What follows belongs to an exercise in optimizing a design on an open flow for small area, a short achievable clock period and few clock cycles per item; a production flow would make more cautious choices. In this exercise RTL edits were held to simulation tests only and were not proved equivalent to the original.

Design vs4x400_core, start of the top module:
module vs4x400_core (
    input clk, input reset,
    input start_search,
    input [9:0] vector_count,
    input [7:0] dim_size,
    output reg [11:0] mem_addr,
    input signed [63:0] mem_data,
    output [31:0] max_score,
    output reg [7:0] winner_id,
    output reg busy
);
    reg fetch;             
    reg first;             
    reg [4:0] krem;        
    wire last_word = (krem == 5'd1);
    wire done;             
    always @(posedge clk or posedge reset) begin
        if (reset) begin
            fetch <= 1'b0;
            mem_addr <= 12'd0;
        end else begin
            fetch <= start_search | (fetch & ~done);
            mem_addr <= fetch ? mem_addr + 12'd1 : 12'd0;
        end
    end
    always @(posedge clk) begin
        krem <= (~fetch | last_word) ? dim_size[7:3] : krem - 5'd1;
        first <= ~fetch | last_word;
    end
    reg [63:0] d1;
    wire [47:0] enc0;
    reg [47:0] enc1;
    assign enc0[0] = mem_data[8] ^ 1'b0;
    assign enc0[1] = (mem_data[9] & ~mem_data[8] & ~1'b0) | (~mem_data[9] & mem_data[8] & 1'b0);
    assign enc0[2] = mem_data[9];
    assign enc0[3] = mem_data[10] ^ mem_data[9];
    assign enc0[4] = (mem_data[11] & ~mem_data[10] & ~mem_data[9]) | (~mem_data[11] & mem_data[10] & mem_data[9]);
    assign enc0[5] = mem_data[11];
    assign enc0[6] = mem_data[12] ^ mem_data[11];
    assign enc0[7] = (mem_data[13] & ~mem_data[12] & ~mem_data[11]) | (~mem_data[13] & mem_data[12] & mem_data[11]);
    assign enc0[8] = mem_data[13];
    assign enc0[9] = mem_data[14] ^ mem_data[13];
    assign enc0[10] = (mem_data[15] & ~mem_data[14] & ~mem_data[13]) | (~mem_data[15] & mem_data[14] & mem_data[13]);
    assign enc0[11] = mem_data[15];
    assign enc0[12] = mem_data[24] ^ 1'b0;
    assign enc0[13] = (mem_data[25] & ~mem_data[24] & ~1'b0) | (~mem_data[25] & mem_data[24] & 1'b0);
    assign enc0[14] = mem_data[25];
    assign enc0[15] = mem_data[26] ^ mem_data[25];
  ...
For scale: about 180 flip-flops, about 140 I/O pins, about 14000 µm² of cells after synthesis.
clock: 16.0 ns
lec_check: 0
cap_margin: 20
core_margin: 2
core_utilization: 55
slew_margin: 20
standard.sh (not shown) runs the stock make flow with config.mk's settings and CLKGATE_MAP_FILE= SYNTH_SCRIPT=/design/flow/synth_recipe.tcl, a recipe that flattens the netlist after the stock synthesis.
==> flow/flow/run.sh <==
#!/bin/bash
# The standard layout, with three changes to how the layout is made:
# - synthesis skips the quick generic abc pass inside yosys's synth (SYNTH_ARGS=-noabc), so that
#   extract_fa sees the full-adder tree as the RTL writes it; the registers are the same, and the
#   final abc mapping runs as usual;
# - every port still gets a buffer, but outputs get buf_4 and inputs buf_1 instead of the delay
#   buffer buffer_ports picks by default (flow/ports.tcl);
# - the resizer's repair aims for setup slack below the clock period. Each tool's output is in orfs/logs; make's output in standard.log.
set -euo pipefail
here=$(pwd)
bash standard.sh \
  PRE_GLOBAL_PLACE_TCL="$here/flow/ports.tcl" \
  SETUP_SLACK_MARGIN=11.8 \
  SYNTH_ARGS=-noabc \
  finish > standard.log 2>&1
==> flow/flow/ports.tcl <==
# Sourced before global placement (PRE_GLOBAL_PLACE_TCL). global_place.tcl then calls
# buffer_ports; this wraps it so that every port still gets a buffer, but inputs get buf_1 and
# outputs buf_4 instead of the delay buffer buffer_ports picks by default.
rename buffer_ports my_std_buffer_ports
proc buffer_ports {args} {
  my_std_buffer_ports -inputs -buffer_cell sky130_fd_sc_hd__buf_1
  my_std_buffer_ports -outputs -buffer_cell sky130_fd_sc_hd__buf_4
}
Testbench counts at the start, summed over its fixed seeds: cycles 76,099, words 75,811.
Next try:
--- a/flow/flow/run.sh
+++ b/flow/flow/run.sh
@@ -12,3 +12,3 @@
   PRE_GLOBAL_PLACE_TCL="$here/flow/ports.tcl" \
-  SETUP_SLACK_MARGIN=11.8 \
+  SETUP_SLACK_MARGIN=11.7 \
   SYNTH_ARGS=-noabc \
CORE_UTILIZATION = 65   (was 55)
Result: Worst hold slack barely changes; via count falls by 1.1%; clock skew stays flat; sequential share of layout area grows by 1.1 points; die area fell by 15%; wire length fell by 5.2%; synthesized area stays the same; cell count fell by 6.2%; count of clock-buffer cells in the layout does not change.
Next try:
CORE_UTILIZATION = 55   (was 65)
What happened: Global-route usage decreases by 4.0 points. Via count decreases by about 1.6%. Design area stays flat.
Next try:
CTS_BUF_LIST = sky130_fd_sc_hd__clkbuf_8   (was not set)
The new run finished clean.
Count of clock-buffer cells in the layout is unchanged.
Core utilization is higher by 0.19 points.
Worst setup slack degrades by 0.052 ns.
First-iteration DRC count is lower by a little under a tenth.
Cell count rises slightly.

## afterwards: timing with drivers on the ports
No port has a modelled driver above. Below, the same layouts with a new extraction and two added sets of constraints. Step 1 assumes that a clkbuf_16 drives the clock port and a buf_2 every other input. Step 2 moves the port delays by t, midway between the first and last clock arrival at a register: inputs arrive t later, outputs are due t later. That takes back most of the time a late clock gives input paths. Slacks: ideal / step 1 / step 2; pairs: ideal / step 1.
run | shift t [ns] | slack for setup (ns) | hold slack, ns | worst setup path after step 2
the first run | 0.491 | 11.714 / 11.663 / 11.337 | 0.332 / 0.332 / 0.332 | input to register
the second run | 0.492 | 11.702 / 11.655 / 11.355 | 0.333 / 0.333 / 0.333 | input to register
the third run | 0.486 | 11.715 / 11.665 / 11.345 | 0.332 / 0.332 / 0.332 | input to register
the fourth run | 0.520 | 11.663 / 11.617 / 11.360 | 0.341 / 0.341 / 0.341 | input to register
After both steps setup and hold are still met in every run listed. For the first run, which loses most, drivers alone change the setup slack by -0.051 ns; drivers and shift together by -0.377 ns.
